From an optimization exercise on the open Yosys and OpenROAD flow, aimed at small area, a short achievable clock period and few clock cycles per item; shortcuts taken in it are not production practice. The RTL was checked by simulation tests, not by an equivalence proof against the original design. Power is estimated from default activity; no workload was simulated.

## flow/design.v

```verilog
module sqrt_mult_system (
    input clk_i,
    input rst_i,
    input start_i,
    input [7:0] a_bi,
    input [7:0] b_bi,
    output [15:0] result,
    output done
);
    wire [18:0] d;
    wire p000;
    wire p001;
    wire p002;
    wire p003;
    wire p004;
    wire p005;
    wire p006;
    wire p007;
    wire p008;
    wire p009;
    wire p010;
    wire p011;
    wire p012;
    wire p013;
    wire p014;
    wire p015;
    wire p016;
    wire p017;
    wire p018;
    wire p019;
    wire p020;
    wire p021;
    wire p022;
    wire p023;
    wire p024;
    wire p025;
    wire p026;
    wire p027;
    wire p028;
    wire p029;
    wire p030;
    wire p031;
    wire p032;
    wire p033;
    wire p034;
    wire p035;
    wire p036;
    wire p037;
    wire p038;
    wire p039;
    wire p040;
    wire p041;
    wire p042;
    wire p043;
    wire p044;
    wire p045;
    wire p046;
    wire p047;
    wire p048;
    wire p049;
    wire p050;
    wire p051;
    wire p052;
    wire p053;
    wire p054;
    wire p055;
    wire p056;
    wire p057;
    wire p058;
    wire p059;
    wire p060;
    wire p061;
    wire p062;
    wire p063;
    wire p064;
    wire p065;
    wire p066;
    wire p067;
    wire p068;
    wire p069;
    wire p070;
    wire p071;
    wire p072;
    wire p073;
    wire p074;
    wire p075;
    wire p076;
    wire p077;
    wire p078;
    wire p079;
    wire p080;
    wire p081;
    wire p082;
    wire p083;
    wire p084;
    wire p085;
    wire p086;
    wire p087;
    wire p088;
    wire p089;
    wire p090;
    wire p091;
    wire p092;
    wire p093;
    wire p094;
    wire p095;
    wire p096;
    wire p097;
    wire p098;
    wire p099;
    wire p100;
    wire p101;
    wire p102;
    wire p103;
    wire p104;
    wire p105;
    wire p106;
    wire p107;
    wire p108;
    wire p109;
    wire p110;
    wire p111;
    wire p112;
    wire p113;
    wire p114;
    wire p115;
    wire p116;
    wire p117;
    wire p118;
    wire p119;
    wire p120;
    wire p121;
    wire p122;
    wire p123;
    wire p124;
    wire p125;
    wire p126;
    wire p127;
    wire p128;
    wire p129;
    wire p130;
    wire p131;
    wire p132;
    wire p133;
    wire p134;
    wire p135;
    wire p136;
    wire p137;
    wire p138;
    wire p139;
    wire p140;
    wire p141;
    wire p142;
    wire p143;
    wire p144;
    wire p145;
    wire p146;
    wire p147;
    wire p148;
    wire p149;
    wire p150;
    wire p151;
    wire p152;
    wire p153;
    wire p154;
    wire p155;
    wire p156;
    wire p157;
    wire p158;
    wire p159;
    wire p160;
    wire p161;
    wire p162;
    wire p163;
    wire p164;
    wire p165;
    wire p166;
    wire p167;
    wire p168;
    wire p169;
    wire p170;
    wire p171;
    wire p172;
    wire p173;
    wire p174;
    wire p175;
    wire p176;
    wire p177;
    wire p178;
    wire p179;
    wire p180;
    wire p181;
    wire p182;
    wire p183;
    wire p184;
    wire p185;
    wire p186;
    wire p187;
    wire p188;
    wire p189;
    wire p190;
    wire p191;
    wire p192;
    wire p193;
    wire p194;
    wire p195;
    wire p196;
    wire p197;
    wire p198;
    wire p199;
    wire p200;
    wire p201;
    wire p202;
    wire p203;
    wire p204;
    wire p205;
    wire p206;
    wire p207;
    wire p208;
    wire p209;
    wire p210;
    wire p211;
    wire p212;
    wire p213;
    wire p214;
    wire p215;
    wire p216;
    wire p217;
    wire p218;
    wire p219;
    wire p220;
    wire p221;
    wire p222;
    wire p223;
    wire p224;
    wire p225;
    wire p226;
    wire p227;
    wire p228;
    wire p229;
    wire p230;
    wire p231;
    wire p232;
    wire p233;
    wire p234;
    wire p235;
    wire p236;
    wire p237;
    wire p238;
    wire p239;
    wire p240;
    wire p241;
    wire p242;
    wire p243;
    wire p244;
    wire p245;
    wire p246;
    wire p247;
    wire p248;
    wire p249;
    wire p250;
    wire p251;
    wire p252;
    wire p253;
    wire p254;
    wire p255;
    wire p256;
    wire p257;
    wire p258;
    wire p259;
    wire p260;
    wire p261;
    wire p262;
    wire p263;
    wire p264;
    wire p265;
    wire p266;
    wire p267;
    wire p268;
    wire p269;
    wire p270;
    wire p271;
    wire p272;
    wire p273;
    wire p274;
    wire p275;
    wire p276;
    wire p277;
    wire p278;
    wire p279;
    wire p280;
    wire p281;
    wire p282;
    wire p283;
    wire p284;
    wire p285;
    wire p286;
    wire p287;
    wire p288;
    wire p289;
    wire p290;
    wire p291;
    wire p292;
    wire p293;
    wire p294;
    wire p295;
    wire p296;
    wire p297;
    wire p298;
    wire p299;
    wire p300;
    wire p301;
    wire p302;
    wire p303;
    wire p304;
    wire p305;
    wire p306;
    wire p307;
    wire p308;
    wire p309;
    wire p310;
    wire p311;
    wire p312;
    wire p313;
    wire p314;
    wire p315;
    wire p316;
    wire p317;
    wire p318;
    wire p319;
    wire p320;
    wire p321;
    wire p322;
    wire p323;
    wire p324;
    wire p325;
    wire hv7;
    wire hv6;
    wire hv5;
    wire hv4;
    wire hv3;
    wire hv2;
    wire lv9;
    wire lv8;
    wire lv7;
    wire lv6;
    wire lv5;
    wire lv4;
    wire lv1;
    wire lv0;
    wire hv8;
    wire fl_p0;
    wire fl_k0_1g;
    wire hv9;
    wire fl_x1;
    assign p245 = ~b_bi[5];
    assign p256 = ~b_bi[4];
    assign p265 = p256 & p245;
    assign p266 = ~p265;
    assign p267 = ~b_bi[6];
    assign p268 = ~b_bi[7];
    assign p269 = p268 & p267;
    assign p270 = p269 & p266;
    assign p271 = p270 & a_bi[7];
    assign p272 = ~p271;
    assign p273 = ~p269;
    assign p274 = p265 & p267;
    assign p275 = ~p274;
    assign p276 = p275 & b_bi[7];
    assign p277 = ~p276;
    assign p278 = p277 & p273;
    assign p279 = p278 & a_bi[6];
    assign p280 = ~p279;
    assign p281 = p280 & p272;
    assign p282 = ~a_bi[5];
    assign p283 = ~a_bi[3];
    assign p284 = a_bi[1] & a_bi[2];
    assign p285 = ~p284;
    assign p286 = p285 & p283;
    assign p287 = ~p286;
    assign p288 = p287 & a_bi[4];
    assign p289 = ~p288;
    assign p290 = p289 & p282;
    assign p291 = ~p290;
    assign p292 = p291 & a_bi[6];
    assign p293 = ~p292;
    assign p294 = ~a_bi[6];
    assign p295 = ~a_bi[4];
    assign p296 = ~a_bi[2];
    assign p297 = a_bi[0] & a_bi[1];
    assign p298 = ~p297;
    assign p299 = p298 & p296;
    assign p300 = ~p299;
    assign p301 = p300 & a_bi[3];
    assign p302 = ~p301;
    assign p303 = p302 & p295;
    assign p304 = ~p303;
    assign p305 = p304 & a_bi[5];
    assign p306 = ~p305;
    assign p307 = p306 & p294;
    assign p308 = ~p307;
    assign p309 = p308 & p293;
    assign p310 = ~p309;
    assign p311 = p310 & a_bi[7];
    assign p312 = ~p311;
    assign p313 = ~a_bi[7];
    assign p314 = p309 & p313;
    assign p315 = ~p314;
    assign p316 = p315 & p312;
    assign p317 = ~p316;
    assign p318 = p317 & p276;
    assign p319 = ~p318;
    assign p320 = p319 & p281;
    assign hv7 = ~p320;
    assign p321 = p270 & a_bi[6];
    assign p322 = ~p321;
    assign p323 = p278 & a_bi[5];
    assign p324 = ~p323;
    assign p325 = p324 & p322;
    assign p000 = p306 & p291;
    assign p001 = p000 & a_bi[6];
    assign p002 = ~p001;
    assign p003 = ~p000;
    assign p004 = p003 & p294;
    assign p005 = ~p004;
    assign p006 = p005 & p002;
    assign p007 = p006 & p276;
    assign p008 = ~p007;
    assign p009 = p008 & p325;
    assign hv6 = ~p009;
    assign p010 = p270 & a_bi[5];
    assign p011 = ~p010;
    assign p012 = p278 & a_bi[4];
    assign p013 = ~p012;
    assign p014 = p013 & p011;
    assign p015 = p304 & p289;
    assign p016 = p015 & a_bi[5];
    assign p017 = ~p016;
    assign p018 = ~p015;
    assign p019 = p018 & p282;
    assign p020 = ~p019;
    assign p021 = p020 & p017;
    assign p022 = p021 & p276;
    assign p023 = ~p022;
    assign p024 = p023 & p014;
    assign hv5 = ~p024;
    assign p025 = p270 & a_bi[4];
    assign p026 = ~p025;
    assign p027 = p278 & a_bi[3];
    assign p028 = ~p027;
    assign p029 = p028 & p026;
    assign p030 = p302 & p287;
    assign p031 = ~p030;
    assign p032 = p031 & a_bi[4];
    assign p033 = ~p032;
    assign p034 = p030 & p295;
    assign p035 = ~p034;
    assign p036 = p035 & p033;
    assign p037 = ~p036;
    assign p038 = p037 & p276;
    assign p039 = ~p038;
    assign p040 = p039 & p029;
    assign hv4 = ~p040;
    assign p041 = p270 & a_bi[3];
    assign p042 = ~p041;
    assign p043 = p278 & a_bi[2];
    assign p044 = ~p043;
    assign p045 = p044 & p042;
    assign p046 = p297 & p296;
    assign p047 = ~p046;
    assign p048 = ~a_bi[1];
    assign p049 = p048 & a_bi[2];
    assign p050 = ~p049;
    assign p051 = p050 & p047;
    assign p052 = ~p051;
    assign p053 = p052 & a_bi[3];
    assign p054 = ~p053;
    assign p055 = p051 & p283;
    assign p056 = ~p055;
    assign p057 = p056 & p054;
    assign p058 = p057 & p276;
    assign p059 = ~p058;
    assign p060 = p059 & p045;
    assign hv3 = ~p060;
    assign p061 = ~p270;
    assign p062 = p277 & p061;
    assign p063 = ~p062;
    assign p064 = p273 & a_bi[1];
    assign p065 = ~p064;
    assign p066 = p065 & a_bi[2];
    assign p067 = p066 & p063;
    assign p068 = ~p067;
    assign p069 = ~a_bi[0];
    assign p070 = p069 & a_bi[1];
    assign p071 = ~p070;
    assign p072 = p071 & a_bi[2];
    assign p073 = ~p072;
    assign p074 = p070 & p296;
    assign p075 = ~p074;
    assign p076 = p075 & p073;
    assign p077 = p076 & p276;
    assign p078 = ~p077;
    assign p079 = p078 & p064;
    assign p080 = ~p079;
    assign p081 = p080 & p068;
    assign hv2 = ~p081;
    assign p082 = b_bi[7] & b_bi[6];
    assign p083 = ~p082;
    assign p084 = p269 & b_bi[4];
    assign p085 = ~p084;
    assign p086 = p085 & p083;
    assign p087 = ~p086;
    assign p088 = ~b_bi[0];
    assign p089 = ~b_bi[1];
    assign p090 = p089 & p088;
    assign p091 = ~b_bi[3];
    assign p092 = ~b_bi[2];
    assign p093 = p092 & p091;
    assign p094 = p093 & p090;
    assign p095 = ~p094;
    assign p096 = p095 & b_bi[5];
    assign p097 = p096 & p087;
    assign p098 = ~p097;
    assign p099 = p092 & p268;
    assign p100 = p099 & p090;
    assign p101 = ~p100;
    assign p102 = p091 & p268;
    assign p103 = ~p102;
    assign p104 = p103 & p101;
    assign p105 = b_bi[4] & b_bi[5];
    assign p106 = p105 & b_bi[6];
    assign p107 = ~p106;
    assign p108 = p107 & p275;
    assign p109 = ~p108;
    assign p110 = p109 & p104;
    assign p111 = ~p110;
    assign p112 = p111 & p098;
    assign p113 = ~p112;
    assign p114 = p308 & a_bi[7];
    assign lv9 = p114 & p113;
    assign p115 = p268 & b_bi[5];
    assign p116 = ~p115;
    assign p117 = p116 & p083;
    assign p118 = p269 & p256;
    assign p119 = p118 & p095;
    assign p120 = ~p119;
    assign p121 = p120 & p117;
    assign p122 = ~p121;
    assign p123 = b_bi[7] & b_bi[5];
    assign p124 = ~p123;
    assign p125 = p124 & p093;
    assign p126 = p125 & p256;
    assign p127 = ~p126;
    assign p128 = p127 & p122;
    assign p129 = p128 & p112;
    assign p130 = p129 & a_bi[7];
    assign p131 = ~p130;
    assign p132 = ~p114;
    assign p133 = p293 & p313;
    assign p134 = ~p133;
    assign p135 = p134 & p132;
    assign p136 = p135 & p113;
    assign p137 = ~p136;
    assign p138 = p137 & p131;
    assign lv8 = ~p138;
    assign p139 = ~p128;
    assign p140 = p090 & p092;
    assign p141 = ~p140;
    assign p142 = p141 & b_bi[3];
    assign p143 = ~p142;
    assign p144 = p273 & b_bi[4];
    assign p145 = ~p144;
    assign p146 = p145 & p143;
    assign p147 = ~p146;
    assign p148 = p268 & b_bi[4];
    assign p149 = p148 & p095;
    assign p150 = ~p149;
    assign p151 = p150 & p245;
    assign p152 = ~p151;
    assign p153 = p152 & p147;
    assign p154 = ~p153;
    assign p155 = p154 & p121;
    assign p156 = ~p155;
    assign p157 = p156 & p139;
    assign p158 = p157 & a_bi[7];
    assign p159 = ~p158;
    assign p160 = p113 & p317;
    assign p161 = ~p160;
    assign p162 = p161 & p159;
    assign p163 = p129 & a_bi[6];
    assign p164 = ~p163;
    assign p165 = p164 & p162;
    assign lv7 = ~p165;
    assign p166 = p157 & a_bi[6];
    assign p167 = ~p166;
    assign p168 = p113 & p006;
    assign p169 = ~p168;
    assign p170 = p169 & p167;
    assign p171 = p129 & a_bi[5];
    assign p172 = ~p171;
    assign p173 = p172 & p170;
    assign lv6 = ~p173;
    assign p174 = p157 & a_bi[5];
    assign p175 = ~p174;
    assign p176 = p113 & p021;
    assign p177 = ~p176;
    assign p178 = p177 & p175;
    assign p179 = p129 & a_bi[4];
    assign p180 = ~p179;
    assign p181 = p180 & p178;
    assign lv5 = ~p181;
    assign p182 = p157 & a_bi[4];
    assign p183 = ~p182;
    assign p184 = p113 & p037;
    assign p185 = ~p184;
    assign p186 = p185 & p183;
    assign p187 = p129 & a_bi[3];
    assign p188 = ~p187;
    assign p189 = p188 & p186;
    assign lv4 = ~p189;
    assign p190 = ~p129;
    assign p191 = p113 & p048;
    assign p192 = ~p191;
    assign p193 = p192 & p190;
    assign p194 = ~p193;
    assign p195 = p194 & a_bi[0];
    assign p196 = ~p195;
    assign p197 = ~p157;
    assign p198 = p113 & p069;
    assign p199 = ~p198;
    assign p200 = p199 & p197;
    assign p201 = ~p200;
    assign p202 = p201 & a_bi[1];
    assign p203 = ~p202;
    assign p204 = p203 & p196;
    assign lv1 = ~p204;
    assign p205 = p197 & p112;
    assign p206 = ~p205;
    assign lv0 = p206 & a_bi[0];
    assign p207 = p135 & p276;
    assign p208 = ~p207;
    assign p209 = p278 & a_bi[7];
    assign p210 = ~p209;
    assign p211 = p210 & p208;
    assign hv8 = ~p211;
    assign p212 = p063 & a_bi[0];
    assign p213 = p157 & a_bi[2];
    assign p214 = ~p213;
    assign p215 = p129 & a_bi[1];
    assign p216 = ~p215;
    assign p217 = ~p076;
    assign p218 = p113 & p217;
    assign p219 = ~p218;
    assign p220 = p219 & p216;
    assign p221 = p220 & p214;
    assign p222 = ~p221;
    assign p223 = p222 & p212;
    assign p224 = ~p223;
    assign p225 = ~p212;
    assign p226 = p221 & p225;
    assign p227 = ~p226;
    assign fl_p0 = p227 & p224;
    assign p228 = p063 & a_bi[1];
    assign p229 = ~p228;
    assign p230 = p273 & a_bi[0];
    assign p231 = ~p230;
    assign p232 = p231 & p229;
    assign p233 = ~p232;
    assign p234 = p297 & p276;
    assign p235 = ~p234;
    assign p236 = p235 & p233;
    assign p237 = ~p236;
    assign p238 = p139 & a_bi[3];
    assign p239 = p238 & p156;
    assign p240 = ~p239;
    assign p241 = p127 & a_bi[2];
    assign p242 = p241 & p122;
    assign p243 = p242 & p112;
    assign p244 = ~p243;
    assign p246 = p113 & p057;
    assign p247 = ~p246;
    assign p248 = p247 & p244;
    assign p249 = p248 & p240;
    assign p250 = ~p249;
    assign p251 = p250 & p237;
    assign p252 = ~p251;
    assign p253 = p249 & p236;
    assign p254 = ~p253;
    assign p255 = p254 & p252;
    assign p257 = ~p255;
    assign p258 = p257 & p224;
    assign p259 = ~p258;
    assign p260 = p249 & p237;
    assign p261 = ~p260;
    assign fl_k0_1g = p261 & p259;
    assign hv9 = p114 & p276;
    assign p262 = p255 & p223;
    assign p263 = ~p262;
    assign p264 = p263 & p259;
    assign fl_x1 = ~p264;
    assign d = { hv9, hv8, hv7, hv6, hv5, hv4, hv3, hv2, lv9, lv8, lv7, lv6, lv5, lv4, fl_k0_1g, fl_x1, fl_p0, lv1, lv0 };
    reg        done_r;
    reg [3:0] res_lo;
    reg        cy_r;
    reg [5:0] up_lo;
    reg [7:0] up_hi;
    always @(posedge clk_i) begin
        done_r <= start_i & ~rst_i;
        {up_hi, up_lo, cy_r, res_lo} <= d;
    end
    wire [7:0] u;
    wire q000;
    wire q001;
    wire q002;
    wire q003;
    wire q004;
    wire q005;
    wire q006;
    wire q007;
    wire q008;
    wire q009;
    wire q010;
    wire q011;
    wire q012;
    wire q013;
    wire q014;
    wire q015;
    wire q016;
    wire q017;
    wire q018;
    wire q019;
    wire q020;
    wire q021;
    wire q022;
    wire q023;
    wire q024;
    wire q025;
    wire q026;
    wire q027;
    wire q028;
    wire q029;
    wire q030;
    wire q031;
    wire q032;
    wire q033;
    wire q034;
    wire q035;
    wire q036;
    wire q037;
    wire q038;
    wire q039;
    wire q040;
    wire q041;
    wire q042;
    wire q043;
    wire q044;
    wire q045;
    wire q046;
    wire q047;
    wire q048;
    wire q049;
    wire q050;
    wire q051;
    wire q052;
    wire q053;
    wire q054;
    wire q055;
    wire q056;
    wire q057;
    wire q058;
    wire q059;
    wire q060;
    wire q061;
    wire q062;
    wire q063;
    wire q064;
    wire q065;
    wire q066;
    wire q067;
    wire q068;
    wire q069;
    wire q070;
    wire q071;
    wire q072;
    wire q073;
    wire q074;
    wire q075;
    wire q076;
    wire q077;
    wire q078;
    wire q079;
    wire q080;
    wire q081;
    wire q082;
    wire q083;
    wire q084;
    wire q085;
    wire q086;
    wire q087;
    wire q088;
    wire q089;
    wire q090;
    wire q091;
    wire q092;
    wire q093;
    wire q094;
    wire q095;
    wire q096;
    wire q097;
    wire q098;
    wire q099;
    wire q100;
    wire q101;
    wire q102;
    wire q103;
    wire q104;
    wire q105;
    wire q106;
    wire q107;
    wire q108;
    wire q109;
    wire q110;
    wire q111;
    wire q112;
    wire q113;
    wire q114;
    wire q115;
    wire q116;
    wire q117;
    wire q118;
    wire q119;
    wire q120;
    wire q121;
    wire q122;
    wire q123;
    wire q124;
    wire q125;
    wire q126;
    wire q127;
    wire q128;
    wire q129;
    wire q130;
    wire q131;
    wire q132;
    wire q133;
    wire q134;
    wire q135;
    wire q136;
    wire q137;
    wire q138;
    wire q139;
    wire q140;
    wire q141;
    wire q142;
    wire q143;
    wire q144;
    wire q145;
    wire q146;
    wire q147;
    wire q148;
    wire q149;
    wire q150;
    wire q151;
    wire q152;
    wire q153;
    wire q154;
    wire q155;
    wire fu_x0;
    wire fu_x1;
    wire fu_x2;
    wire fu_x3;
    wire fu_x4;
    wire fu_x5;
    wire fu_x6;
    wire fu_x7;
    assign q084 = ~cy_r;
    assign q085 = q084 & up_lo[0];
    assign q086 = ~q085;
    assign q087 = ~up_lo[0];
    assign q088 = cy_r & q087;
    assign q089 = ~q088;
    assign q090 = q089 & q086;
    assign q091 = ~q090;
    assign q092 = q091 & up_hi[0];
    assign q093 = ~q092;
    assign q094 = ~up_hi[0];
    assign q095 = q090 & q094;
    assign q096 = ~q095;
    assign fu_x0 = q096 & q093;
    assign q097 = cy_r & up_lo[0];
    assign q098 = ~q097;
    assign q099 = q084 & q087;
    assign q100 = ~q099;
    assign q101 = q100 & up_hi[0];
    assign q102 = ~q101;
    assign q103 = q102 & q098;
    assign q104 = ~q103;
    assign q105 = ~up_hi[1];
    assign q106 = ~up_lo[1];
    assign q107 = q106 & q105;
    assign q108 = ~q107;
    assign q109 = up_lo[1] & up_hi[1];
    assign q110 = ~q109;
    assign q111 = q110 & q108;
    assign q112 = q111 & q104;
    assign q113 = ~q112;
    assign q114 = ~q111;
    assign q115 = q114 & q103;
    assign q116 = ~q115;
    assign fu_x1 = q116 & q113;
    assign q117 = q110 & q098;
    assign q118 = q117 & q102;
    assign q119 = ~q118;
    assign q120 = q119 & q108;
    assign q121 = ~up_hi[2];
    assign q122 = ~up_lo[2];
    assign q123 = q122 & q121;
    assign q124 = ~q123;
    assign q125 = up_lo[2] & up_hi[2];
    assign q126 = ~q125;
    assign q127 = q126 & q124;
    assign q128 = q127 & q120;
    assign q129 = ~q128;
    assign q130 = ~q120;
    assign q131 = ~q127;
    assign q132 = q131 & q130;
    assign q133 = ~q132;
    assign fu_x2 = q133 & q129;
    assign q134 = q127 & q111;
    assign q135 = q134 & q104;
    assign q136 = ~q135;
    assign q137 = q124 & q109;
    assign q138 = ~q137;
    assign q139 = q138 & q126;
    assign q140 = q139 & q136;
    assign q141 = ~up_lo[3];
    assign q142 = q141 & up_hi[3];
    assign q143 = ~q142;
    assign q144 = ~up_hi[3];
    assign q145 = up_lo[3] & q144;
    assign q146 = ~q145;
    assign q147 = q146 & q143;
    assign q148 = ~q147;
    assign q149 = q148 & q140;
    assign q150 = ~q149;
    assign q151 = ~q140;
    assign q152 = q147 & q151;
    assign q153 = ~q152;
    assign q154 = q153 & q150;
    assign fu_x3 = ~q154;
    assign q155 = ~up_hi[4];
    assign q000 = ~up_lo[4];
    assign q001 = q000 & q155;
    assign q002 = ~q001;
    assign q003 = up_lo[4] & up_hi[4];
    assign q004 = ~q003;
    assign q005 = q004 & q002;
    assign q006 = ~q005;
    assign q007 = q141 & q144;
    assign q008 = ~q007;
    assign q009 = up_lo[3] & up_hi[3];
    assign q010 = ~q009;
    assign q011 = q010 & q126;
    assign q012 = ~q011;
    assign q013 = q012 & q008;
    assign q014 = ~q013;
    assign q015 = q148 & q127;
    assign q016 = q015 & q120;
    assign q017 = ~q016;
    assign q018 = q017 & q014;
    assign q019 = ~q018;
    assign q020 = q019 & q006;
    assign q021 = ~q020;
    assign q022 = q018 & q005;
    assign q023 = ~q022;
    assign q024 = q023 & q021;
    assign fu_x4 = ~q024;
    assign q025 = ~up_hi[5];
    assign q026 = ~up_lo[5];
    assign q027 = q026 & q025;
    assign q028 = ~q027;
    assign q029 = up_lo[5] & up_hi[5];
    assign q030 = ~q029;
    assign q031 = q030 & q028;
    assign q032 = ~q031;
    assign q033 = q010 & q004;
    assign q034 = ~q033;
    assign q035 = q034 & q002;
    assign q036 = ~q035;
    assign q037 = q005 & q148;
    assign q038 = ~q037;
    assign q039 = q038 & q036;
    assign q040 = ~q039;
    assign q041 = q036 & q139;
    assign q042 = q041 & q136;
    assign q043 = ~q042;
    assign q044 = q043 & q040;
    assign q045 = q044 & q032;
    assign q046 = ~q045;
    assign q047 = ~q044;
    assign q048 = q047 & q031;
    assign q049 = ~q048;
    assign q050 = q049 & q046;
    assign fu_x5 = ~q050;
    assign q051 = q031 & q003;
    assign q052 = ~q051;
    assign q053 = q052 & q030;
    assign q054 = q031 & q005;
    assign q055 = q054 & q013;
    assign q056 = ~q055;
    assign q057 = q056 & q053;
    assign q058 = q054 & q015;
    assign q059 = q058 & q120;
    assign q060 = ~q059;
    assign q061 = q060 & q057;
    assign q062 = ~q061;
    assign q063 = q062 & up_hi[6];
    assign q064 = ~q063;
    assign q065 = ~up_hi[6];
    assign q066 = q061 & q065;
    assign q067 = ~q066;
    assign fu_x6 = q067 & q064;
    assign q068 = up_hi[7] & up_hi[6];
    assign q069 = q068 & q062;
    assign q070 = ~q069;
    assign q071 = q031 & up_hi[6];
    assign q072 = q071 & q037;
    assign q073 = q072 & q151;
    assign q074 = ~q073;
    assign q075 = ~up_hi[7];
    assign q076 = q071 & q035;
    assign q077 = ~q076;
    assign q078 = q029 & up_hi[6];
    assign q079 = ~q078;
    assign q080 = q079 & q077;
    assign q081 = q080 & q075;
    assign q082 = q081 & q074;
    assign q083 = ~q082;
    assign fu_x7 = q083 & q070;
    assign u = { fu_x7, fu_x6, fu_x5, fu_x4, fu_x3, fu_x2, fu_x1, fu_x0 };
    assign result = {4'b0, u, res_lo};
    assign done   = done_r;
endmodule
```

## flow/flow/run.sh

```bash
#!/bin/bash
# Layout flow: the standard ORFS flow, with two changes.
#  1. Synthesis is ORFS's own script (with the standard flow's -nofsm -noshare wrapper,
#     flatten and renaming, as in synth_recipe.tcl), but ABC maps with the
#     script in flow/abc.script and full/half adder extraction can be skipped.
#  2. The port buffers inserted during placement are buf cells instead of
#     the slow clkdlybuf cells that buffer_ports picks by default.
# Settings come from flow/params.sh. Each tool's output goes to its own log.
set -euo pipefail
HERE=$(pwd)
source "$HERE/flow/params.sh"
export MY_ABC_SCRIPT="$HERE/flow/abc.script"
export MY_NOFA
export BUFFER_PORTS_ARGS="-buffer_cell $PORT_BUFFER"
sed "s#SYNTH_SCRIPT=[^ ]*#SYNTH_SCRIPT=$HERE/flow/synth.tcl#" standard.sh > my_standard.sh
bash my_standard.sh finish > flow_make.log 2>&1
```

## flow/flow/abc.script

```
strash
dch
map -D 1000
topo
stime -c
```

## flow/flow/params.sh

```bash
MY_NOFA=1
PORT_BUFFER=sky130_fd_sc_hd__buf_1
```

## flow/flow/synth.tcl

```tcl
# synth_recipe.tcl with two hooks: abc runs flow/abc.script (MY_ABC_SCRIPT),
# and extract_fa is skipped when MY_NOFA is 1.
proc synth {args} { yosys synth -nofsm -noshare {*}$args }
proc abc {args} {
  set out {}
  set skip 0
  foreach a $args {
    if {$skip} { set skip 0; continue }
    if {$a eq "-script" || $a eq "-D"} { set skip 1; continue }
    lappend out $a
  }
  lappend out -script $::env(MY_ABC_SCRIPT)
  yosys abc {*}$out
}
if {$::env(MY_NOFA)} { proc extract_fa {args} {} }
source $::env(SCRIPTS_DIR)/synth.tcl
# left out here: clear keep_hierarchy, flatten, clean up, hide names made inside functions, write 1_2_yosys.v
```

## flow/standard.sh

```bash
#!/bin/bash
# synth_recipe.tcl (not shown) runs the flow's synth.tcl, then flattens the netlist and writes it again
# the make line also repeats each setting of config.mk as NAME=value (left out here)
make -C /OpenROAD-flow-scripts/flow DESIGN_CONFIG=/design/flow/config.mk WORK_HOME=/design/flow/orfs CLKGATE_MAP_FILE= SYNTH_SCRIPT=/design/flow/synth_recipe.tcl "${@:-finish}"
```

## flow/config.mk

```make
export PLATFORM = sky130hd
export DESIGN_NAME = sqrt_mult_system
export DESIGN_NICKNAME = sqrt_mult_system
export VERILOG_FILES = /design/flow/design.v
export SDC_FILE = /design/flow/constraint.sdc
export NUM_CORES = 4
export LEC_CHECK = 0
export CAP_MARGIN = 20
export CORE_MARGIN = 2
export CORE_UTILIZATION = 40
export SETUP_SLACK_MARGIN = 2.0
export SLEW_MARGIN = 20
```

## flow/constraint.sdc

```tcl
create_clock -name core_clock -period 5.0 [get_ports {clk_i}]
set_input_delay 1.0000 -clock core_clock [delete_from_list [all_inputs] [get_ports {clk_i}]]
set_output_delay 1.0000 -clock core_clock [all_outputs]
set_load 0.01 [all_outputs]
```

==> results of run 1 <==
-- layout make-up --
| type | count | area (sq um) |
|---|---|---|
| Inverter | 25 | 93.8 |
| Clock buffer | 3 | 22.5 |
| Fill cell | 373 | 1800 |
| Sequential cell | 20 | 400 |
| Tap cell | 46 | 57.6 |
| Multi-Input combinational cell | 157 | 810 |
| Timing Repair Buffer | 33 | 131 |
-- logic make-up after synthesis --
| group | Yosys count | share of synthesized area [%] |
|---|---|---|
| AO/OA/AOI/OAI | 49 | 21.8 |
| flip-flops | 20 | 29.2 |
| adder cells (fa/ha/maj) | 1 | 0.730 |
| XOR/XNOR | 10 | 6.39 |
| AND/OR/NAND/NOR | 93 | 28.2 |
| other | 1 | 0.273 |
| buffers and inverters | 37 | 13.4 |
-- power breakdown --
group          internal [mW]  switching [mW]  leakage [nW]  total, mW
Combinational         0.0738           0.118         0.444      0.192
Clock                 0.0281          0.0426        0.0138     0.0707
Sequential             0.182          0.0112         0.168      0.193
-- layer usage --
layer	wire (microns)	part of all wire [%]	vias up	global-route usage, %
met2	1330	46	39	27.2
met5	0	0	-	0
met3	114	4.0	5	1.62
met4	58	2.0	0	7.50
li1	-	-	748	-
met1	1350	47	601	18.5
-- repair_timing --
item | in CTS | in global routing
hold buffers | 0 | 0
gates resized for setup | 0 | 5
buffers inserted | 0 | 1
setup endpoints to repair | 0 | 3
-- flip-flops by register name, indices dropped and copies added (netlist names) --
name    flops
up_hi       8
up_lo       6
res_lo      4
cy_r        1
done_r      1
-- per-stage QoR --
step	utilization, %	worst slack (ns)	instances	total power, mW	hold WS [ns]
2_1_floorplan	-	2.36	214	0.366	1.07
3_3_place_gp	44.5	2.13	280	0.381	1.15
3_5_place_dp	44.5	2.01	280	0.382	1.16
4_1_cts	45.2	2.01	283	0.452	0.836
5_1_grt	45.8	2.01	284	0.493	0.841
6_report	45.8	2.22	284	0.456	0.839
-- cells in the final DEF, fill, tap and decap left out, drive strengths merged --
cell	netlist	layout
a21boi	1	1
a22oi	6	6
a31oi	3	3
o211ai	1	1
dfxtp	20	20
o21a	1	1
buf	12	33
clkbuf	0	3
o22ai	2	2
conb	1	4
or2	4	4
nand3b	1	1
xor2	8	8
o2111ai	1	1
o21bai	1	1
clkinv	25	25
o21ai	14	14
and2	2	2
o221ai	5	5
maj3	1	1
xnor2	2	2
nand3	10	10
a21oi	14	14
nor3	3	3
nand2	51	51
nor2	22	22
-- final timing paths --
check | cells after the start | from | endpoint | slack (ns)
max | 8 | cy_r | result[11] | 2.22
min | 2 | rst_i | done_r | 0.84
-- worst max-delay path: cells and delay by family, from the launching register on --
kind            cells  cell delay [ns]
buf+inv             1             0.13
fa+ha+maj           1             0.35
flops               1             0.35
compound gates      4             0.46
simple gates        2             0.19
==> reports/metrics.csv, run 1 <==
metric,value,unit
Post-synth EDFFs,0,
post-route cell area,1520,sq um
Synth Warn #,1,
post-route ant nets,0,
cell count after synthesis,211,
HP Class,in -> reg,
"FFs w/ async S/R, synth",0,%
share of cells above drive strength 1,6.30,%
"Slew Viols, Final",0,
Routed WL,2850,microns
die width,62.6,microns
GPL Wtd Cong,0.860,
synth cell count leaders,"nand2_1, clkinv_1, nor2_1",
Starting DRT DRC Count,57,
number of I/O port buffers,31,
top-count cell post-synth,nand2_1,
ys flop type,dfxtp_1,
Slowest cell on crit path,dfxtp_1,
Critical Path End Type,primary output,
sequential area share after synthesis,29.2,%
DRC,0,
upper clock frequency limit,0.360,GHz
Worst path max stage delay,0.35,ns
total gr overflow,0,
Rows,21,
Synth top area share,29.2,%
ant diodes,0,
Clock Tree Root,clkbuf_4,
initial antenna violation count,0,
CTS tree,done,
Die Area,3910,sq um
post-synth top area cell,dfxtp_1,
Max clock buf depth,2,
Vias/cell,4.90,
Setup TNS Final,0,ns
post-synth cell types,25,
dpl cell area,1470,sq um
post-DP HPWL,2320,microns
first-pass GRT wire length,4940,microns
GR Util All Layers,15.4,%
Final #Nets,259,
Final min period,2.78,ns
max cap viols,0,
VDD IR-drop max,0.0000670,V
Num CTS Buffers,3,
Core ar.,3310,sq um
outcome,finished clean,
CTS sink cnt,20,
Crit Path Category,reg -> out,
Post-Synthesis Cell Area,1370,sq um
final period utilization,55.6,%
DR WL/cell,10.0,microns
IO Count,36,
PD cells,301,nW/um^2
Crit Path Max Fanout,4,
"Cell Chain, Critical Path",maj3_2 -> nand3_1 -> nand2_1 -> a21oi_2 -> o21bai_2 -> a21oi_1 -> a21oi_1 -> buf_1,
Vias,1393,
"Data arrival, critical path",1.78,ns
largest net degree at the start of global routing,12,
clk slew on worst S/H paths,0.09,ns
area grow syn2layout,10.5,%
vias in the first global route,1261,
largest cells by area after synthesis,"dfxtp_1, nand2_1, clkinv_1, buf_4, nor2_1",
syn avg cell area,6.50,sq um
"Hold Vio Cnt, Final",0,
Initial DRT Pass Iterations,4,
Max H-tree Level,1,
Leak,0.626,nW
Yosys reg bits,20,
initial core utilization,41.4,%
"Req. time, crit path",4.00,ns
RSZ-0062 raised after global routing,false,
Setup Viol. Count Final,0,
"Top cell by count, worst path",a21oi_1,
Startpoint Class,register,
Die Y,62.6,microns
Testbench counts, summed over its fixed seeds: cycles 8,000, items 4,000.
==> inputs of run 2 (changes only) <==
==> flow/flow/abc.script (replaced) <==
strash
dch
map -D 1000
topo
stime -c
buffer -c
upsize -c -D 1000
dnsize -c -D 1000
==> reports/metrics.csv, run 2 <==
metric,value,unit,change
Setup Viol. Count Final,0,,unchanged
sequential group share of total power,39.3,%,was 42.4%
Final #Nets,257,,was 259
post-synth cell types,40,,was 25
Max clock buf depth,2,,unchanged
sequential area share after synthesis,26.8,%,was 29.2%
IO Count,36,,unchanged
Leak,0.730,nW,was 0.626 nW
outcome,finished clean,,unchanged
VDD IR-drop max,0.0000872,V,was 0.0000670 V
syn avg cell area,7.03,sq um,was 6.50 sq um
Initial DRT Pass Iterations,6,,was 4
final period utilization,56.6,%,was 55.6%
upper clock frequency limit,0.353,GHz,was 0.360 GHz
post-route ant nets,0,,unchanged
total gr overflow,0,,unchanged
Yosys reg bits,20,,unchanged
Synth Warn #,1,,unchanged
largest net degree at the start of global routing,12,,unchanged
PD cells,304,nW/um^2,was 301 nW/um^2
Critical Path End Type,primary output,,unchanged
vias in the first global route,1182,,"was 1,261"
post-synth top area cell,dfxtp_1,,unchanged
area grow syn2layout,8.03,%,was 10.5%
Switching Share,36.7,%,was 37.7%
share of cells above drive strength 1,14.0,%,was 6.30%
post-DP HPWL,2450,microns,was 2320 microns
DRC,0,,unchanged
"Req. time, crit path",4.00,ns,about the same
initial antenna violation count,0,,unchanged
dpl cell area,1570,sq um,was 1470 sq um
Worst path max stage delay,0.41,ns,was 0.35 ns
Rows,22,,was 21
cell count after synthesis,213,,was 211
pre-CTS setup slack,2.37,ns,was 2.01 ns
Synth top area share,26.8,%,was 29.2%
RSZ-0062 raised after global routing,false,,unchanged
Slowest cell on crit path,maj3_1,,was dfxtp_1
top-count cell post-synth,nand2_1,,unchanged
Post-Synthesis Cell Area,1500,sq um,was 1370 sq um
GR Util All Layers,14.7,%,was 15.4%
"Cell Chain, Critical Path",maj3_1 -> nand3_1 -> nand2_1 -> a21oi_2 -> o21bai_1 -> a21oi_1 -> a21oi_1 -> buf_1,,was maj3_2 -> nand3_1 -> nand2_1 -> a21oi_2 -> o21bai_2 -> a21oi_1 -> a21oi_1 -> buf_1
"Slew Viols, Final",0,,unchanged
Setup TNS Final,0,ns,unchanged
"Hold-fix buffers, CTS",0,,unchanged
Die Y,65.2,microns,was 62.6 microns
Final min period,2.83,ns,was 2.78 ns
number of I/O port buffers,31,,unchanged
max reg flops,8,,unchanged
"Data arrival, critical path",1.83,ns,was 1.78 ns
HP Class,in -> reg,,unchanged
"Top cell by count, worst path",a21oi_1,,unchanged
"FFs w/ async S/R, synth",0,%,unchanged
Vias,1378,,"was 1,393"
"Worst Setup Slack, final",2.17,ns,was 2.22 ns
ant diodes,0,,unchanged
largest cells by area after synthesis,"dfxtp_1, nand2_1, buf_4, inv_1, nor2_1",,"was dfxtp_1, nand2_1, clkinv_1, buf_4, nor2_1"
Core ar.,3630,sq um,was 3310 sq um
"Hold Vio Cnt, Final",0,,unchanged
CTS sink cnt,20,,unchanged
Clock Tree Root,clkbuf_8,,was clkbuf_4
first-pass GRT wire length,4990,microns,was 4940 microns
CTS tree,done,,unchanged
DR WL/cell,10.5,microns,was 10.0 microns
GPL Wtd Cong,0.817,,was 0.860
Num CTS Buffers,3,,unchanged
Vias/cell,4.85,,was 4.90
Internal,0.311,mW,was 0.284 mW
combinational group share of total power,41.0,%,was 42.1%
"commonest non-fill, non-tap cell in the layout",nand2_1,,unchanged
ys flop type,dfxtp_1,,unchanged
die width,65.2,microns,was 62.6 microns
NetSw,0.180,mW,was 0.172 mW
Crit Path Category,reg -> out,,unchanged
clock share of power,19.7,%,was 15.5%
synth cell count leaders,"nand2_1, dfxtp_1, inv_1",,"was nand2_1, clkinv_1, nor2_1"
Startpoint Class,register,,unchanged
most frequent cells in the layout,"nand2_1, buf_1, inv_1, dfxtp_1, nor2_1",,"was nand2_1, buf_1, clkinv_1"
Die Area,4250,sq um,was 3910 sq um
Crit Path Max Fanout,4,,unchanged
clk slew on worst S/H paths,0.06,ns,was 0.09 ns
initial core utilization,41.2,%,was 41.4%
post-route cell area,1620,sq um,was 1520 sq um
Post-synth EDFFs,0,,unchanged
Starting DRT DRC Count,49,,was 57
max cap viols,0,,unchanged
Routed WL,3000,microns,was 2850 microns
Final Power,0.491,mW,was 0.456 mW
Max H-tree Level,1,,unchanged
## run 2: layer usage
layer  global-route usage (%)  up-vias  routed length (microns)
met1                     19.1      592                     1440
met3                     1.54        5                       99
met2                     24.7       38                     1410
li1                         -      743                        -
met5                        0        -                        0
met4                     5.99        0                       49
## run 2: cells by family after synthesis
logic type / synth area share [%]
flip-flops: 26.8
XOR/XNOR: 5.85
adder cells (fa/ha/maj): 0.669
other: 0.251
AO/OA/AOI/OAI: 22.1
buffers and inverters: 14.1
AND/OR/NAND/NOR: 30.3
## run 2: layout make-up
class	count	area (sq um)
well taps	48	60.1
flip-flops and latches	20	400
inverters	25	98.8
clock buffers	3	41.3
repair buffers	31	116
fillers	385	2020
multi-input cells	157	900
## run 2: timing repair
action | CTS | global route
endpoints found under the setup margin | 0 | 2
setup buffers | 0 | 0
resized for setup | 0 | 1
## run 2: per-stage QoR
step	hold WS, ns	utilization [%]	std cells
after CTS	0.904	44.4	284
final	0.901	44.5	284
after floorplan	1.07	-	216
after global placement	1.15	43.3	281
after global routing	0.903	44.5	284
after detailed placement	1.17	43.3	281
## run 2: path summary, 6_finish.rpt
check	depth (start not counted)	end	slack (ns)	start
setup / recovery	8	result[11]	2.17	cy_r
hold / removal	2	done_r	0.90	rst_i
## run 2: critical path, delay by kind of cell, from the launching register on
family / cells / cell delay, ns
AOI/OAI and AO/OA: 4 / 0.50
adders and majority gates: 1 / 0.41
DFF: 1 / 0.33
and+or+nand+nor: 2 / 0.21
buffers and inverters: 1 / 0.14
## run 2: power by group through the flow
stage / sequential [mW] / combinational, mW / clock, mW
after floorplan: 0.198 / 0.186 / 0
after global placement: 0.196 / 0.200 / 0
after detailed placement: 0.197 / 0.200 / 0
after CTS: 0.193 / 0.201 / 0.0993
after global routing: 0.195 / 0.226 / 0.106
final: 0.193 / 0.201 / 0.0966
==> inputs of run 3 (changes only) <==
--- a/flow/config.mk
+++ b/flow/config.mk
@@ -8,5 +8,5 @@
 export CAP_MARGIN = 20
 export CORE_MARGIN = 2
 export CORE_UTILIZATION = 40
-export SETUP_SLACK_MARGIN = 2.0
+export SETUP_SLACK_MARGIN = 2.2
 export SLEW_MARGIN = 20
==> reports/metrics.csv, run 3 <==
metric,value,unit,change
upper clock frequency limit,0.372,GHz,was 0.353 GHz
Initial DRT Pass Iterations,4,,was 6
Max clock buf depth,2,,unchanged
IO Count,36,,unchanged
dpl cell area,1570,sq um,unchanged
ant diodes,0,,unchanged
final period utilization,53.8,%,was 56.6%
largest net degree at the start of global routing,12,,unchanged
Synth Warn #,1,,unchanged
cell count after synthesis,213,,unchanged
DR WL/cell,10.6,microns,was 10.5 microns
Yosys reg bits,20,,unchanged
"Data arrival, critical path",1.69,ns,was 1.83 ns
Crit Path Max Fanout,4,,unchanged
"Hold Vio Cnt, Final",0,,unchanged
first-pass GRT wire length,4990,microns,unchanged
Startpoint Class,register,,unchanged
PD cells,305,nW/um^2,was 304 nW/um^2
VDD IR-drop max,0.0000897,V,was 0.0000872 V
clk slew on worst S/H paths,0.06,ns,about the same
RSZ-0062 raised after global routing,false,,unchanged
max cap viols,0,,unchanged
Core ar.,3630,sq um,unchanged
CTS tree,done,,unchanged
initial antenna violation count,0,,unchanged
"Hold-fix buffers, CTS",0,,unchanged
Crit Path Category,reg -> out,,unchanged
synth cell count leaders,"nand2_1, dfxtp_1, inv_1",,unchanged
CTS sink cnt,20,,unchanged
initial core utilization,41.2,%,unchanged
total gr overflow,0,,unchanged
Post-synth EDFFs,0,,unchanged
outcome,finished clean,,unchanged
share of cells above drive strength 1,18.1,%,was 14.0%
vias in the first global route,1182,,unchanged
Num CTS Buffers,3,,unchanged
Clock Tree Root,clkbuf_8,,unchanged
number of I/O port buffers,31,,unchanged
post-route ant nets,0,,unchanged
"Req. time, crit path",4.00,ns,about the same
DRC,0,,unchanged
"Slew Viols, Final",0,,unchanged
post-synth top area cell,dfxtp_1,,unchanged
Starting DRT DRC Count,45,,was 49
max reg flops,8,,unchanged
Final #Nets,258,,was 257
Critical Path End Type,primary output,,unchanged
Die Area,4250,sq um,unchanged
Hold WS,0.901,ns,about the same
area grow syn2layout,11.1,%,was 8.03%
Synth top area share,26.8,%,unchanged
ys flop type,dfxtp_1,,unchanged
Rows,22,,unchanged
GR Util All Layers,14.7,%,unchanged
Max H-tree Level,1,,unchanged
post-route cell area,1660,sq um,was 1620 sq um
sequential area share after synthesis,26.8,%,unchanged
largest cells by area after synthesis,"dfxtp_1, nand2_1, buf_4, inv_1, nor2_1",,unchanged
HP Class,in -> reg,,unchanged
die width,65.2,microns,unchanged
Setup TNS Final,0,ns,unchanged
Post-Synthesis Cell Area,1500,sq um,unchanged
Leak,0.743,nW,was 0.730 nW
syn avg cell area,7.03,sq um,unchanged
Routed WL,3030,microns,was 3000 microns
Die Y,65.2,microns,unchanged
Setup Viol. Count Final,0,,unchanged
GPL Wtd Cong,0.817,,unchanged
top-count cell post-synth,nand2_1,,unchanged
post-synth cell types,40,,unchanged
"FFs w/ async S/R, synth",0,%,unchanged
Final min period,2.69,ns,was 2.83 ns
post-DP HPWL,2450,microns,unchanged
"commonest non-fill, non-tap cell in the layout",nand2_1,,unchanged
Vias/cell,4.92,,was 4.85
most frequent cells in the layout,"nand2_1, buf_1, inv_1, dfxtp_1, nor2_1",,unchanged
Vias,1401,,"was 1,378"
-- run 3: final timing paths --
path               from    endpoint  slack (ns)  cells past startpoint
setup / recovery   cy_r  result[11]        2.31                      7
hold / removal    rst_i      done_r        0.90                      2
-- run 3: worst max-delay path, stage by stage (launching register included) --
cell	delay, ns
dfxtp_1	0.33
maj3_2	0.33
nand3_1	0.11
nand2_2	0.09
a21oi_4	0.19
o21bai_4	0.10
a21oi_1	0.13
buf_1	0.16
-- run 3: kinds of logic (layout without fill, tap and decap cells) --
| kind of cell | after synthesis | after routing | share of synthesized area, % |
|---|---|---|---|
| buffers and inverters | 39 | 60 | 14.1 |
| adder cells (fa/ha/maj) | 1 | 1 | 0.669 |
| other | 1 | 4 | 0.251 |
| flip-flops | 20 | 20 | 26.8 |
| AO/OA/AOI/OAI | 49 | 49 | 22.1 |
| XOR/XNOR | 10 | 10 | 5.85 |
| AND/OR/NAND/NOR | 93 | 93 | 30.3 |
-- run 3: through the flow --
stage	util, %	worst slack (ns)	cells	power (mW)
2_1_floorplan	-	2.50	216	0.384
3_3_place_gp	43.3	2.39	281	0.396
3_5_place_dp	43.3	2.37	281	0.397
4_1_cts	44.6	2.26	284	0.497
5_1_grt	45.8	2.19	285	0.545
6_report	45.8	2.31	285	0.508
-- run 3: timing repair --
action / CTS / global route
pin swaps: 0 / 3
setup endpoints to repair: 2 / 3
buffers inserted: 0 / 1
endpoints found under the hold margin: 0 / 0
gates resized for setup: 3 / 10
-- run 3: routing by layer --
layer	routed length, microns	vias up	GRT usage [%]
met5	0	-	0
li1	-	745	-
met2	1450	40	24.7
met4	49	0	5.99
met3	119	5	1.54
met1	1410	611	19.1
-- run 3: cell type report --
cell class / instances / area [sq um]
fillers: 383 / 1970
multi-input cells: 157 / 938
flip-flops and latches: 20 / 400
repair buffers: 32 / 124
inverters: 25 / 98.8
well taps: 48 / 60.1
clock buffers: 3 / 41.3
-- run 3: power breakdown --
part           total [mW]  internal [mW]  switching [mW]
clock network      0.0971         0.0534          0.0437
logic               0.217         0.0834           0.133
registers           0.194          0.182          0.0116
==> inputs of run 4 (changes only) <==
==> flow/flow/abc.script (replaced) <==
strash
dch
map -D 1000
topo
stime -c
==> reports/metrics.csv, run 4 <==
metric,value,unit,change
outcome,finished clean,,unchanged
die width,62.6,microns,was 65.2 microns
ant diodes,0,,unchanged
"Top cell by count, worst path",a21oi_1,,
post-route ant nets,0,,unchanged
IO Count,36,,unchanged
Die Area,3910,sq um,was 4250 sq um
"commonest non-fill, non-tap cell in the layout",nand2_1,,unchanged
Die Y,62.6,microns,was 65.2 microns
clk slew on worst S/H paths,0.09,ns,was 0.06 ns
syn avg cell area,6.50,sq um,was 7.03 sq um
ys flop type,dfxtp_1,,unchanged
Yosys reg bits,20,,unchanged
Synth Warn #,1,,unchanged
synth cell count leaders,"nand2_1, clkinv_1, nor2_1",,"was nand2_1, dfxtp_1, inv_1"
post-layout util,47.2,%,was 45.8%
fill count,370,,was 383
Vias,1399,,"was 1,401"
max reg flops,8,,unchanged
Core ar.,3310,sq um,was 3630 sq um
first-pass GRT wire length,4930,microns,was 4990 microns
combinational group share of total power,43.5,%,was 42.7%
Setup Viol. Count Final,0,,unchanged
HP Class,in -> reg,,unchanged
initial antenna violation count,0,,unchanged
CTS sink cnt,20,,unchanged
sequential group share of total power,41.5,%,was 38.2%
Vias/cell,4.91,,was 4.92
"Hold-fix buffers, CTS",0,,unchanged
"Hold Vio Cnt, Final",0,,unchanged
Post-Synthesis Cell Area,1370,sq um,was 1500 sq um
post-synth cell types,25,,was 40
GPL Wtd Cong,0.860,,was 0.817
PD cells,302,nW/um^2,was 305 nW/um^2
cell count after synthesis,211,,was 213
"FFs w/ async S/R, synth",0,%,unchanged
"Cell Chain, Critical Path",maj3_2 -> nand3_2 -> nand2_2 -> a21oi_2 -> o21bai_2 -> a21oi_1 -> a21oi_1 -> buf_2,,was maj3_2 -> nand3_1 -> nand2_2 -> a21oi_4 -> o21bai_4 -> a21oi_1 -> buf_1
Startpoint Class,register,,unchanged
initial core utilization,41.4,%,was 41.2%
pre-CTS setup slack,2.01,ns,was 2.37 ns
upper clock frequency limit,0.364,GHz,was 0.372 GHz
post-synth top area cell,dfxtp_1,,unchanged
Levels on crit path,8,,was 7
Num CTS Buffers,3,,unchanged
DRC,0,,unchanged
CP bufs+invs,1,,unchanged
origin of the worst setup path,cy_r,,unchanged
Critical Path End Type,primary output,,unchanged
Slowest cell on crit path,dfxtp_2,,was dfxtp_1
Clock Tree Root,clkbuf_4,,was clkbuf_8
Crit Path Max Fanout,4,,unchanged
Leak,0.640,nW,was 0.743 nW
Setup TNS Final,0,ns,unchanged
largest net degree at the start of global routing,12,,unchanged
DR WL/cell,10.1,microns,was 10.6 microns
cell family with most CP delay,compound AO/OA/AOI/OAI gates,,unchanged
"Req. time, crit path",4.00,ns,about the same
Routed WL,2880,microns,was 3030 microns
vias in the first global route,1262,,"was 1,182"
Worst path max stage delay,0.35,ns,was 0.33 ns
"Worst Setup Slack, final",2.25,ns,was 2.31 ns
Post-synth EDFFs,0,,unchanged
"Data arrival, critical path",1.75,ns,was 1.69 ns
RSZ-0062 raised after global routing,true,,was false
share of cells above drive strength 1,13.4,%,was 18.1%
Max H-tree Level,1,,unchanged
Initial DRT Pass Iterations,4,,unchanged
total gr overflow,0,,unchanged
clock share of power,15.0,%,was 19.1%
largest cells by area after synthesis,"dfxtp_1, nand2_1, clkinv_1, buf_4, nor2_1",,"was dfxtp_1, nand2_1, buf_4, inv_1, nor2_1"
CTS tree,done,,unchanged
most frequent cells in the layout,"nand2_1, buf_1, clkinv_1",,"was nand2_1, buf_1, inv_1, dfxtp_1, nor2_1"
Rows,21,,was 22
Synth top area share,29.2,%,was 26.8%
GR Util All Layers,15.3,%,was 14.7%
sequential area share after synthesis,29.2,%,was 26.8%
area grow syn2layout,14.1,%,was 11.1%
number of I/O port buffers,31,,unchanged
Crit Path Category,reg -> out,,unchanged
max cap viols,0,,unchanged
Switching Share,37.7,%,was 37.2%
Max clock buf depth,2,,unchanged
Final #Nets,260,,was 258
top-count cell post-synth,nand2_1,,unchanged
"Slew Viols, Final",0,,unchanged
Starting DRT DRC Count,24,,was 45
final period utilization,54.9,%,was 53.8%
Final min period,2.75,ns,was 2.69 ns
post-DP HPWL,2320,microns,was 2450 microns
NetSw,0.178,mW,was 0.189 mW
Internal,0.294,mW,was 0.319 mW
Setup crit end,result[11],,unchanged
VDD IR-drop max,0.0000700,V,was 0.0000897 V
-- run 4: changes by cell type in the layout (fill, tap and decap cells not counted), moves of 4 or more --
cell      previous run  this run
clkinv_1             0        25
inv_1               20         0
o21ai_0              4        12
nand2_1             42        49
nand2_2              8         2
dfxtp_1             20        15
dfxtp_2              0         5
inv_2                4         0
o21ai_1              6         2
o21ai_2              4         0
-- run 4: power groups by stage --
stage,registers [mW],logic (mW),clock network [mW]
floorplan,0.198,0.167,0
global placement,0.197,0.185,0
finish,0.196,0.205,0.0709
CTS,0.194,0.192,0.0732
global route,0.199,0.233,0.0775
detailed placement,0.198,0.185,0
-- run 4: area by class of cell --
cell class              instances  area [sq um]  area share, %
multi-input cells             157           842           53.8
flip-flops and latches         20           407           26.0
repair buffers                 34           141           9.04
inverters                      25          93.8           6.00
well taps                      46          57.6           3.68
clock buffers                   3          22.5           1.44
-- run 4: stage by stage --
stage	area [sq um]	total power, mW	instances	hold slack [ns]
6_report	1560	0.472	285	0.838
5_1_grt	1560	0.509	285	0.840
4_1_cts	1510	0.459	284	0.836
3_5_place_dp	1470	0.382	280	1.16
3_3_place_gp	1470	0.381	280	1.15
2_1_floorplan	1380	0.366	214	1.07
-- run 4: worst min path at each step --
stage | cells past startpoint | slack (ns) | end | start
6_report | 2 | 0.84 | done_r | rst_i
5_1_grt | 2 | 0.84 | done_r | rst_i
4_1_cts | 2 | 0.84 | done_r | rst_i
3_5_place_dp | 2 | 1.16 | done_r | rst_i
3_3_place_gp | 2 | 1.15 | done_r | rst_i
2_1_floorplan | 1 | 1.07 | done_r | rst_i
-- run 4: logic make-up (layout without fill, tap and decap cells) --
family / Yosys count / count (layout) / share of synthesized area [%]
compound gates: 49 / 49 / 21.8
xor+xnor: 10 / 10 / 6.39
fa+ha+maj: 1 / 1 / 0.730
buf+inv: 37 / 62 / 13.4
flops: 20 / 20 / 29.2
other cells: 1 / 4 / 0.273
simple gates: 93 / 93 / 28.2
-- run 4: repair_timing --
action | 4_1_cts | 5_1_grt
hold endpoints to repair | 0 | 0
resized for setup | 4 | 22
buffers inserted | 1 | 1
setup endpoints to repair | 4 | 7
pin swaps | 2 | 5
-- run 4: metal layers --
metal / routed length (microns) / share of wire, % / GRT usage [%]
met5: 0 / 0 / 0
met4: 58 / 2.0 / 7.50
met3: 113 / 3.9 / 1.62
met2: 1390 / 48 / 27.0
met1: 1320 / 46 / 18.5
==> inputs of run 5 (changes only) <==
==> flow/flow/abc.script (replaced) <==
strash
dch
map -D 800
topo
stime -c
==> reports/metrics.csv, run 5 <==
metric,value,unit,change
CTS tree,done,,unchanged
Crit Path Max Fanout,3,,was 4
Max H-tree Level,1,,unchanged
max reg flops,8,,unchanged
sequential area share after synthesis,27.3,%,was 29.2%
Starting DRT DRC Count,73,,was 24
ant diodes,0,,unchanged
upper clock frequency limit,0.375,GHz,was 0.364 GHz
post-synth top area cell,dfxtp_1,,unchanged
Synth top area share,27.3,%,was 29.2%
HP Class,in -> reg,,unchanged
Crit Path Category,reg -> out,,unchanged
Startpoint Class,register,,unchanged
sequential group share of total power,39.0,%,was 41.5%
synth cell count leaders,"nand2_1, nor2_1, clkinv_1",,"was nand2_1, clkinv_1, nor2_1"
max cap viols,0,,unchanged
share of cells above drive strength 1,11.1,%,was 13.4%
Internal,0.311,mW,was 0.294 mW
largest cells by area after synthesis,"dfxtp_1, nand2_1, nor2_1, buf_4, clkinv_1",,"was dfxtp_1, nand2_1, clkinv_1, buf_4, nor2_1"
Num CTS Buffers,3,,unchanged
cell count after synthesis,233,,was 211
"Data arrival, critical path",1.67,ns,was 1.75 ns
"commonest non-fill, non-tap cell in the layout",nand2_1,,unchanged
"Hold-fix buffers, CTS",0,,unchanged
die width,64.5,microns,was 62.6 microns
Synth Warn #,1,,unchanged
dpl cells,301,,was 280
"Worst Setup Slack, final",2.33,ns,was 2.25 ns
vias in the first global route,1319,,"was 1,262"
GR Util All Layers,16.3,%,was 15.3%
first-pass GRT wire length,5510,microns,was 4930 microns
DRC,0,,unchanged
clock share of power,18.4,%,was 15.0%
initial antenna violation count,0,,unchanged
syn avg cell area,6.29,sq um,was 6.50 sq um
Die Y,64.5,microns,was 62.6 microns
pre-CTS setup slack,2.10,ns,was 2.01 ns
DR WL/cell,10.5,microns,was 10.1 microns
post-synth cell types,27,,was 25
Leak,0.713,nW,was 0.640 nW
Post-synth EDFFs,0,,unchanged
post-route ant nets,0,,unchanged
most frequent cells in the layout,"nand2_1, buf_1, nor2_1",,"was nand2_1, buf_1, clkinv_1"
Critical Path End Type,primary output,,unchanged
Vias/cell,5.06,,was 4.91
initial core utilization,42.9,%,was 41.4%
clk slew on worst S/H paths,0.10,ns,was 0.09 ns
Die Area,4170,sq um,was 3910 sq um
RSZ-0062 raised after global routing,false,,was true
Hold WS,0.833,ns,was 0.838 ns
largest net degree at the start of global routing,12,,unchanged
Core ar.,3420,sq um,was 3310 sq um
"Slew Viols, Final",0,,unchanged
Max clock buf depth,2,,unchanged
CTS sink cnt,20,,unchanged
Routed WL,3230,microns,was 2880 microns
fill count,400,,was 370
PD cells,303,nW/um^2,was 302 nW/um^2
Initial DRT Pass Iterations,5,,was 4
Post-Synthesis Cell Area,1470,sq um,was 1370 sq um
slew margin rel.,44.9,%,
outcome,finished clean,,unchanged
VDD IR-drop max,0.0000920,V,was 0.0000700 V
Setup Viol. Count Final,0,,unchanged
"Req. time, crit path",4.00,ns,about the same
Rows,21,,unchanged
dpl cell area,1560,sq um,was 1470 sq um
Slew @ Worst Pin,0.818,ns,
ys flop type,dfxtp_1,,unchanged
Final #Nets,282,,was 260
"Hold Vio Cnt, Final",0,,unchanged
total gr overflow,0,,unchanged
post-route cell area,1660,sq um,was 1560 sq um
Vias,1558,,"was 1,399"
Setup TNS Final,0,ns,unchanged
IO Count,36,,unchanged
GPL Wtd Cong,0.918,,was 0.860
NetSw,0.192,mW,was 0.178 mW
number of I/O port buffers,31,,unchanged
area occupied by multi-input gates,926,sq um,was 842 sq um
Clock Tree Root,clkbuf_4,,unchanged
final period utilization,53.4,%,was 54.9%
"Cell Count, Final, Fillers Out",308,,was 285
Switching Share,38.1,%,was 37.7%
register area,409,sq um,was 407 sq um
Final min period,2.67,ns,was 2.75 ns
area grow syn2layout,13.2,%,was 14.1%
combinational group share of total power,42.6,%,was 43.5%
top-count cell post-synth,nand2_1,,unchanged
"FFs w/ async S/R, synth",0,%,unchanged
post-DP HPWL,2570,microns,was 2320 microns
Yosys reg bits,20,,unchanged
run 5: cell types whose count changed in the layout (fill, tap and decap cells not counted), sizes merged, moves of 2 or more:
cell and delta:
nand3 +4, nor2 +8, a21oi +2, nand4 +3, clkinv -2, nand2 +12, clkbuf +2, or2 -2
o21ai -6
run 5: layer usage:
layer	wire (microns)	GRT usage (%)
met1	1450	20.6
met2	1550	28.6
met3	167	0.694
met4	60	7.18
met5	0	0
run 5: what timing repair did:
| action | CTS | global route |
|---|---|---|
| pin swaps | 0 | 6 |
| buffers inserted | 0 | 3 |
| gates cloned | 0 | 0 |
| resized for setup | 4 | 16 |
| setup endpoints to repair | 3 | 5 |
run 5: final timing paths:
path,start,to,slack (ns),cells past startpoint
max,up_hi[1],result[8],2.33,7
min,rst_i,done_r,0.83,2
run 5: critical path, cell delays in order, from the launching register on:
cell,delay (ns)
dfxtp_2,0.34
clkinv_1,0.06
nor2_2,0.15
a21oi_1,0.08
or2_2,0.29
a31oi_2,0.15
xor2_1,0.16
clkbuf_2,0.14
run 5: area by class of cell:
type                       instances  area share [%]
multi-input combinational        180            55.8
inverter                          24            5.43
tap                               46            3.47
sequential                        20            24.6
clock buffer                       4            2.19
timing repair buffer              34            8.52
run 5: power groups by stage:
| stage | sequential, mW | clock [mW] | combinational (mW) |
|---|---|---|---|
| 6_report | 0.196 | 0.0923 | 0.214 |
| 5_1_grt | 0.199 | 0.106 | 0.243 |
| 4_1_cts | 0.194 | 0.0953 | 0.197 |
| 3_5_place_dp | 0.198 | 0 | 0.195 |
| 3_3_place_gp | 0.196 | 0 | 0.195 |
| 2_1_floorplan | 0.198 | 0 | 0.175 |
run 5: cells by family (layout without fill, tap and decap cells):
logic type	Yosys count	after routing	share of synthesized area [%]
AND/OR/NAND/NOR	117	117	32.9
AO/OA/AOI/OAI	50	50	21.8
buffers and inverters	36	62	12.3
flip-flops	20	20	27.3
XOR/XNOR	9	9	5.38
other	1	4	0.256
run 5: metrics by stage:
step                power (mW)  utilization [%]
floorplan                0.373                -
global placement         0.392             45.7
detailed placement       0.393             45.7
CTS                      0.487             47.0
global route             0.549             48.6
finish                   0.503             48.6
==> inputs of run 6 (changes only) <==
==> flow/flow/abc.script (replaced) <==
strash
dch
map -D 1000
topo
stime -c
--- a/flow/config.mk
+++ b/flow/config.mk
@@ -7,6 +7,6 @@
 export LEC_CHECK = 0
 export CAP_MARGIN = 20
 export CORE_MARGIN = 2
-export CORE_UTILIZATION = 40
-export SETUP_SLACK_MARGIN = 2.2
+export CORE_UTILIZATION = 60
+export SETUP_SLACK_MARGIN = 2.0
 export SLEW_MARGIN = 20
==> reports/metrics.csv, run 6 <==
metric,value,unit,change
"Worst Setup Slack, final",2.20,ns,was 2.33 ns
fill count,208,,was 400
Yosys reg bits,20,,unchanged
Initial DRT Pass Iterations,5,,unchanged
ys flop type,dfxtp_1,,unchanged
initial antenna violation count,0,,unchanged
Die Y,51.8,microns,was 64.5 microns
"Cell Count, Final, Fillers Out",265,,was 308
"commonest non-fill, non-tap cell in the layout",nand2_1,,unchanged
vias in the first global route,1223,,"was 1,319"
"Hold Vio Cnt, Final",0,,unchanged
NetSw,0.173,mW,was 0.192 mW
outcome,finished clean,,unchanged
clk slew on worst S/H paths,0.10,ns,about the same
largest net degree at the start of global routing,12,,unchanged
max reg flops,8,,unchanged
post-synth cell types,25,,was 27
die width,51.8,microns,was 64.5 microns
GR Util All Layers,23.7,%,was 16.3%
synth cell count leaders,"nand2_1, clkinv_1, nor2_1",,"was nand2_1, nor2_1, clkinv_1"
"Cell Chain, Critical Path",maj3_2 -> nand3_1 -> nand2_1 -> a21oi_2 -> o21bai_2 -> a21oi_1 -> a21oi_1 -> buf_1,,was clkinv_1 -> nor2_2 -> a21oi_1 -> or2_2 -> a31oi_2 -> xor2_1 -> clkbuf_2
Synth top area share,29.2,%,was 27.3%
Final Power,0.453,mW,was 0.503 mW
post-synth top area cell,dfxtp_1,,unchanged
syn avg cell area,6.50,sq um,was 6.29 sq um
most frequent cells in the layout,"nand2_1, buf_1, clkinv_1",,"was nand2_1, buf_1, nor2_1"
top-count cell post-synth,nand2_1,,unchanged
clock share of power,15.6,%,was 18.4%
combinational group share of total power,41.8,%,was 42.6%
Post-synth EDFFs,0,,unchanged
Slowest cell on crit path,maj3_2,,was dfxtp_2
cell count after synthesis,211,,was 233
DR WL/cell,11.1,microns,was 10.5 microns
"Hold-fix buffers, CTS",0,,unchanged
initial core utilization,62.6,%,was 42.9%
"Top cell by count, worst path",a21oi_1,,
CP bufs+invs,1,,was 2
Max clock buf depth,2,,unchanged
Startpoint Class,register,,unchanged
cell family with most CP delay,compound AO/OA/AOI/OAI gates,,was simple AND/OR/NAND/NOR gates
Vias,1446,,"was 1,558"
post-DP HPWL,2370,microns,was 2570 microns
compound-gate portion of the synthesized area,21.8,%,about the same
Final min period,2.80,ns,was 2.67 ns
CTS tree,done,,unchanged
sequential group share of total power,42.7,%,was 39.0%
"Slew Viols, Final",0,,unchanged
Max H-tree Level,1,,unchanged
post-layout util,67.7,%,was 48.6%
Rows,17,,was 21
largest cells by area after synthesis,"dfxtp_1, nand2_1, clkinv_1, buf_4, nor2_1",,"was dfxtp_1, nand2_1, nor2_1, buf_4, clkinv_1"
Leak,0.621,nW,was 0.713 nW
first-pass GRT wire length,4750,microns,was 5510 microns
Routed WL,2930,microns,was 3230 microns
CTS sink cnt,20,,unchanged
Die Area,2680,sq um,was 4170 sq um
"Req. time, crit path",4.00,ns,about the same
ant diodes,0,,unchanged
Final #Nets,258,,was 282
PD cells,306,nW/um^2,was 303 nW/um^2
number of I/O port buffers,31,,unchanged
Hold WS,0.853,ns,was 0.833 ns
upper clock frequency limit,0.357,GHz,was 0.375 GHz
Setup Viol. Count Final,0,,unchanged
largest family of logic cells by synthesized area,simple AND/OR/NAND/NOR gates,,unchanged
Synth Warn #,1,,unchanged
post-route ant nets,0,,unchanged
"Data arrival, critical path",1.80,ns,was 1.67 ns
adder-cell share of the synthesized area,0.730,%,was 0%
Critical Path End Type,primary output,,unchanged
Post-CTS Repair Setup Buffers,0,,unchanged
post-synthesis simple-gate area fraction,28.2,%,was 32.9%
register area,400,sq um,was 409 sq um
RSZ-0062 raised after global routing,false,,unchanged
sequential area share after synthesis,29.2,%,was 27.3%
"FFs w/ async S/R, synth",0,%,unchanged
HP Class,in -> reg,,unchanged
Core ar.,2190,sq um,was 3420 sq um
Starting DRT DRC Count,51,,was 73
VDD IR-drop max,0.000195,V,was 0.0000920 V
XOR/XNOR share of the synthesized area,6.39,%,was 5.38%
Internal,0.281,mW,was 0.311 mW
IO Count,36,,unchanged
area occupied by multi-input gates,807,sq um,was 926 sq um
pre-CTS setup slack,2.08,ns,was 2.10 ns
Post-Synthesis Cell Area,1370,sq um,was 1470 sq um
Setup TNS Final,0,ns,unchanged
DRC,0,,unchanged
Num CTS Buffers,3,,unchanged
Worst path max stage delay,0.35,ns,was 0.34 ns
dpl cell area,1450,sq um,was 1560 sq um
Switching Share,38.1,%,about the same
max cap viols,0,,unchanged
Crit Path Max Fanout,4,,was 3
GPL Wtd Cong,0.925,,was 0.918
final period utilization,56.0,%,was 53.4%
area grow syn2layout,8.12,%,was 13.2%
dpl cells,262,,was 301
Vias/cell,5.46,,was 5.06
Crit Path Category,reg -> out,,unchanged
mux share of post-synthesis cell area,0,%,unchanged
post-route cell area,1480,sq um,was 1660 sq um
Clock Tree Root,clkbuf_4,,unchanged
total gr overflow,0,,unchanged
share of cells above drive strength 1,5.49,%,was 11.1%
## run 6: changes by cell type in the layout (fill, tap and decap cells not counted), moves of 3 or more
cell,previous run,this run
nand4_1,3,0
o21ai_0,6,14
nor2_2,3,0
nand3_1,14,10
nand2_2,3,0
dfxtp_1,15,20
dfxtp_2,4,0
nor2_1,27,22
a21oi_1,16,13
nand2_1,60,51
## run 6: final timing paths
check	startpoint	end	slack (ns)	cells past startpoint
max	up_hi[0]	result[11]	2.20	8
min	rst_i	done_r	0.85	2
## run 6: final cells by class
type	instances	share of cell area (%)
tap	28	2.36
clock buffer	3	1.52
timing repair buffer	32	8.35
inverter	25	6.33
multi-input combinational	157	54.4
sequential	20	27.0
## run 6: kinds of logic (layout without fill, tap and decap cells)
family | after synthesis | count (layout)
XOR/XNOR | 10 | 10
AO/OA/AOI/OAI | 49 | 49
other | 1 | 4
buffers and inverters | 37 | 60
flip-flops | 20 | 20
AND/OR/NAND/NOR | 93 | 93
adder cells (fa/ha/maj) | 1 | 1
## run 6: timing repair
item,4_1_cts,5_1_grt
endpoints found under the hold margin,0,0
gates resized for setup,0,3
endpoints found under the setup margin,0,2
## run 6: routing by layer
| metal | up-vias | part of all wire, % | track usage, % |
|---|---|---|---|
| met3 | 11 | 6.3 | 4.31 |
| met2 | 72 | 51 | 47.2 |
| met1 | 615 | 40 | 24.2 |
| met4 | 0 | 2.4 | 7.89 |
| met5 | - | 0 | 0 |
| li1 | 748 | - | - |
## run 6: power by group through the flow
stage | clock, mW | sequential, mW | combinational [mW]
6_report | 0.0706 | 0.193 | 0.189
5_1_grt | 0.0817 | 0.197 | 0.213
4_1_cts | 0.0713 | 0.193 | 0.185
3_5_place_dp | 0 | 0.197 | 0.185
3_3_place_gp | 0 | 0.196 | 0.180
2_1_floorplan | 0 | 0.198 | 0.167

Check on run 6: ideal ports give 2.198 ns setup slack; a clkbuf_16 on the clock port and buf_2 on the inputs give 2.177 ns; moving port delays by the midpoint clock arrival (0.314 ns) as well gives 2.019 ns.
